Context: an optimization exercise on an open-source flow, tuned for small area, a short achievable clock period and few clock cycles per item. The choices shown serve that exercise and are no tape-out recipe.
Function was checked by simulation only, so behaviour that the tests miss may differ from the original.
Power is estimated from default activity; no workload was simulated.

## modulo_sec
module modulo_sec#(
  parameter SIZE = 16,
  parameter CALCULATION_OUT = 1'b0 )(
  input clk,
  input rst,
  input [(SIZE-1):0] divident,
  input [(SIZE-1):0] divisor,
  input start,
  output done,
  output [(SIZE-1):0] remainder);
==> flow/config.mk <==
export PLATFORM = sky130hd
export DESIGN_NAME = modulo_sec
export DESIGN_NICKNAME = modulo_sec
export VERILOG_FILES = /design/flow/design.v
export SDC_FILE = /design/flow/constraint.sdc
export NUM_CORES = 4
export LEC_CHECK = 0
export ABC_AREA = 1
export CAP_MARGIN = 20
export CORE_MARGIN = 2
export CORE_UTILIZATION = 40
export SETUP_SLACK_MARGIN = 1.4
export SLEW_MARGIN = 20
==> flow/constraint.sdc <==
create_clock -name core_clock -period 4.0 [get_ports {clk}]
set_input_delay 0.8000 -clock core_clock [delete_from_list [all_inputs] [get_ports {clk}]]
set_output_delay 0.8000 -clock core_clock [all_outputs]
set_load 0.01 [all_outputs]
standard.sh (not shown) runs the stock make flow with config.mk's settings and CLKGATE_MAP_FILE= SYNTH_SCRIPT=/design/flow/synth_recipe.tcl, a recipe that flattens the netlist after the stock synthesis.
==> flow/flow/run.sh <==
#!/bin/bash
# The standard layout, with plain buf_1 cells (not delay cells) as the port
# buffers and no dummy loads in the clock tree.
set -euo pipefail
bash standard.sh BUFFER_PORTS_ARGS="-buffer_cell sky130_fd_sc_hd__buf_1" \
  CTS_ARGS="-sink_clustering_enable -repair_clock_nets -dont_use_dummy_load" \
  finish > standard.log 2>&1
The first run ran to the end with no violations.
Testbench counts at the start, summed over its fixed seeds: cycles 6,344, items 1,280.
Next try:
Settings changed: ABC_AREA 1 to unset, SETUP_SLACK_MARGIN 1.4 to 1.5.
After rerunning: The new run went through all stages and came out clean. Clock skew decreases by 0.013 ns. Area after synthesis grows by 0.98%. Routed wire length stays the same.


== v6 ==
Another version of the RTL of modulo_sec (not shown whole).
Size in the first run: roughly 470 cells after synthesis, roughly 38 flip-flops, roughly 52 I/O pins.
// modulo_sec
module modulo_sec#(
  parameter SIZE = 16,
  parameter CALCULATION_OUT = 1'b0 )(
  input clk,
  input rst,
  input [(SIZE-1):0] divident,
  input [(SIZE-1):0] divisor,
  input start,
  output done,
  output [(SIZE-1):0] remainder);
  localparam CW = 4;   
  function [3:0] lzc;
    input [15:0] v;
    reg [3:0] z;
    reg [1:0] lz0, lz1, lz2, lz3, hi;
    begin
      z[3] = ~|v[15:12]; z[2] = ~|v[11:8]; z[1] = ~|v[7:4]; z[0] = ~|v[3:0];
      lz3 = {~v[15] & ~v[14], ~v[15] & (v[14] | ~v[13])};
      lz2 = {~v[11] & ~v[10], ~v[11] & (v[10] | ~v[9])};
      lz1 = {~v[7] & ~v[6], ~v[7] & (v[6] | ~v[5])};
      lz0 = {~v[3] & ~v[2], ~v[3] & (v[2] | ~v[1])};
      hi = {z[3] & z[2], z[3] & (~z[2] | z[1])};
      case (hi)
        2'd0: lzc = {hi, lz3};
        2'd1: lzc = {hi, lz2};
        2'd2: lzc = {hi, lz1};
        default: lzc = {hi, lz0};
      endcase
    end
  endfunction
  function [SIZE:0] sub_bk;
    input [SIZE-1:0] x, y;
    reg [SIZE-1:0] g, p, gn, pn;
    integer i, j, l;
    begin
      for (i = 0; i < SIZE; i = i + 1) begin
        g[i] = ~x[i] & y[i];
        p[i] = ~(x[i] ^ y[i]);
      end
      for (l = 0; (1 << l) < SIZE; l = l + 1) begin
        gn = g; pn = p;
        for (i = 0; i < SIZE; i = i + 1)
          if (((i + 1) % (2 << l)) == 0) begin
            j = i - (1 << l);
            gn[i] = g[i] | (p[i] & g[j]);
            pn[i] = p[i] & p[j];
          end
        g = gn; p = pn;
      end
      for (l = CW - 2; l >= 0; l = l - 1) begin
        gn = g; pn = p;
  ...
==> flow/config.mk <==
export PLATFORM = sky130hd
export DESIGN_NAME = modulo_sec
export DESIGN_NICKNAME = modulo_sec
export VERILOG_FILES = /design/flow/design.v
export SDC_FILE = /design/flow/constraint.sdc
export NUM_CORES = 4
export LEC_CHECK = 0
export ABC_AREA = 1
export CAP_MARGIN = 20
export CORE_MARGIN = 2
export CORE_UTILIZATION = 40
export CTS_CLUSTER_DIAMETER = 200
export CTS_CLUSTER_SIZE = 40
export SETUP_SLACK_MARGIN = 1.5
export SLEW_MARGIN = 20
==> flow/constraint.sdc <==
create_clock -name core_clock -period 4.0 [get_ports {clk}]
set_input_delay 0.8000 -clock core_clock [delete_from_list [all_inputs] [get_ports {clk}]]
set_output_delay 0.8000 -clock core_clock [all_outputs]
set_load 0.01 [all_outputs]
==> flow/flow/run.sh <==
#!/bin/bash
# The standard layout, with plain buf_1 cells (not delay cells) as the port buffers.
set -euo pipefail
bash standard.sh BUFFER_PORTS_ARGS="-buffer_cell sky130_fd_sc_hd__buf_1" finish > standard.log 2>&1
Testbench counts of v6, summed over its fixed seeds: cycles 6,344, items 1,280.
Input-level comparison between v7 and v6:
Settings: CTS_CLUSTER_DIAMETER removed (was 200); CORE_UTILIZATION changed from 40 to 65; CTS_CLUSTER_SIZE removed (was 40).
==> comparison <==
v7 finished end to end and its layout was clean on timing, DRC and antenna.
v6: PASS, flow complete, no timing, DRC or antenna violations
Overall die area of v7 falls short of that of v6 by more than a quarter.
The wire length number comes out higher for v6 vs v7.
Between v7 and v6, part of the power in combinational logic is higher for v7, v6 comes in under that.
Diff v6 -> v7 | total number of vias | increase of 3.8%
From v6 to v7 the numbers moved as follows: global routing usage on met1 rose by 14 points, depth of the critical timing path with buffers and inverters included fell by 2.
Number of buffers and inverters on the critical path down 1 in v7 wrt v6


## alpha
Starting RTL as in the previous note.
Design modulo_sec, start of the top module:
module modulo_sec#(
  parameter SIZE = 16,
  parameter CALCULATION_OUT = 1'b0 )(
  input clk,
  input rst,
  input [(SIZE-1):0] divident,
  input [(SIZE-1):0] divisor,
  input start,
  output done,
  output [(SIZE-1):0] remainder);
export LEC_CHECK = 0
export ABC_AREA = 1
export CAP_MARGIN = 20
export CORE_MARGIN = 2
export CORE_UTILIZATION = 40
export SETUP_SLACK_MARGIN = 1.65
export SLEW_MARGIN = 20
create_clock -name core_clock -period 4.0 [get_ports {clk}]
Scripts as last shown in full above: flow/flow/run.sh
Testbench counts of alpha, summed over its fixed seeds: cycles 6,344, items 1,280.
Inputs modified between alpha and beta:
- a change of SETUP_SLACK_MARGIN from 1.65 to 1.5
- an added TNS_END_PERCENT of 0
## What came out
| synthesized cell count | beta vs alpha | ≈ equal |. Relative to alpha, combinational group share of total power has decreased by 1.2 points in beta. Summary of beta over alpha: minimum clock period after layout now smaller, non-clock buffer count shows a reduction of 9.0%, wire length of the first global-routing pass decreased 5.5%. [beta] post-CTS resize count fell 17 relative to alpha.
Changes in gamma relative to beta:
- SETUP_SLACK_MARGIN: 1.5 -> 1.7
## What came out
gamma | stages: all done | timing, DRC, antenna: all pass
When the final numbers for beta and gamma were put side by side, the combinational group share of total power turned out to be greater in beta.
Compared with beta, in gamma met1 layer usage reported by global route decreased by 0.57 points relative to the old numbers, clock-buffer cell count roughly the same, arrival time of data at the critical path endpoint up 0.05 ns, share of the clock period used by the worst path grew by 0.73 points.
beta ended up with divisor[9] as its source of the critical timing path; gamma ended up with divisor[13].
Fraction of the core area covered by cells at the end of the flow in gamma is 0.77 points lower than in beta

-- afterwards: timing with drivers on the ports --
How much do the figures lean on ideal ports? The routed layouts below were timed once more, with nothing changed but the port constraints. Step 1: set_driving_cell puts a clkbuf_16 on clk and a buf_2 on each other input, an assumption about the parent block. Step 2 adds t to the input delays and takes it off the output delays; t is the mean of the earliest and latest rising clock arrival at the registers after step 1. Input paths then give back, and output paths get back, about the clock's delay inside the block. Three values: ideal ports, drivers, drivers and shift; two values: the first two.
run | t (ns) | slack for setup (ns) | worst hold slack (ns)
the first run of note 1 | 0.326 | 1.509 / 1.501 / 1.175 | 0.481 / 0.469 / 0.550
the second run of note 1 | 0.322 | 1.415 / 1.400 / 1.078 | 0.460 / 0.449 / 0.600
v6 | 0.328 | 1.588 / 1.595 / 1.268 | 0.463 / 0.455 / 0.559
v7 | 0.323 | 1.502 / 1.502 / 1.260 | 0.466 / 0.456 / 0.565
alpha | 0.326 | 1.592 / 1.598 / 1.273 | 0.467 / 0.459 / 0.578
beta | 0.327 | 1.607 / 1.614 / 1.287 | 0.462 / 0.455 / 0.551
gamma | 0.328 | 1.577 / 1.588 / 1.260 | 0.465 / 0.456 / 0.554
After both steps every run listed still meets setup and hold. The setup slack of the second run of note 1, which loses most, moves by -0.015 ns with the drivers and by -0.337 ns with both steps.
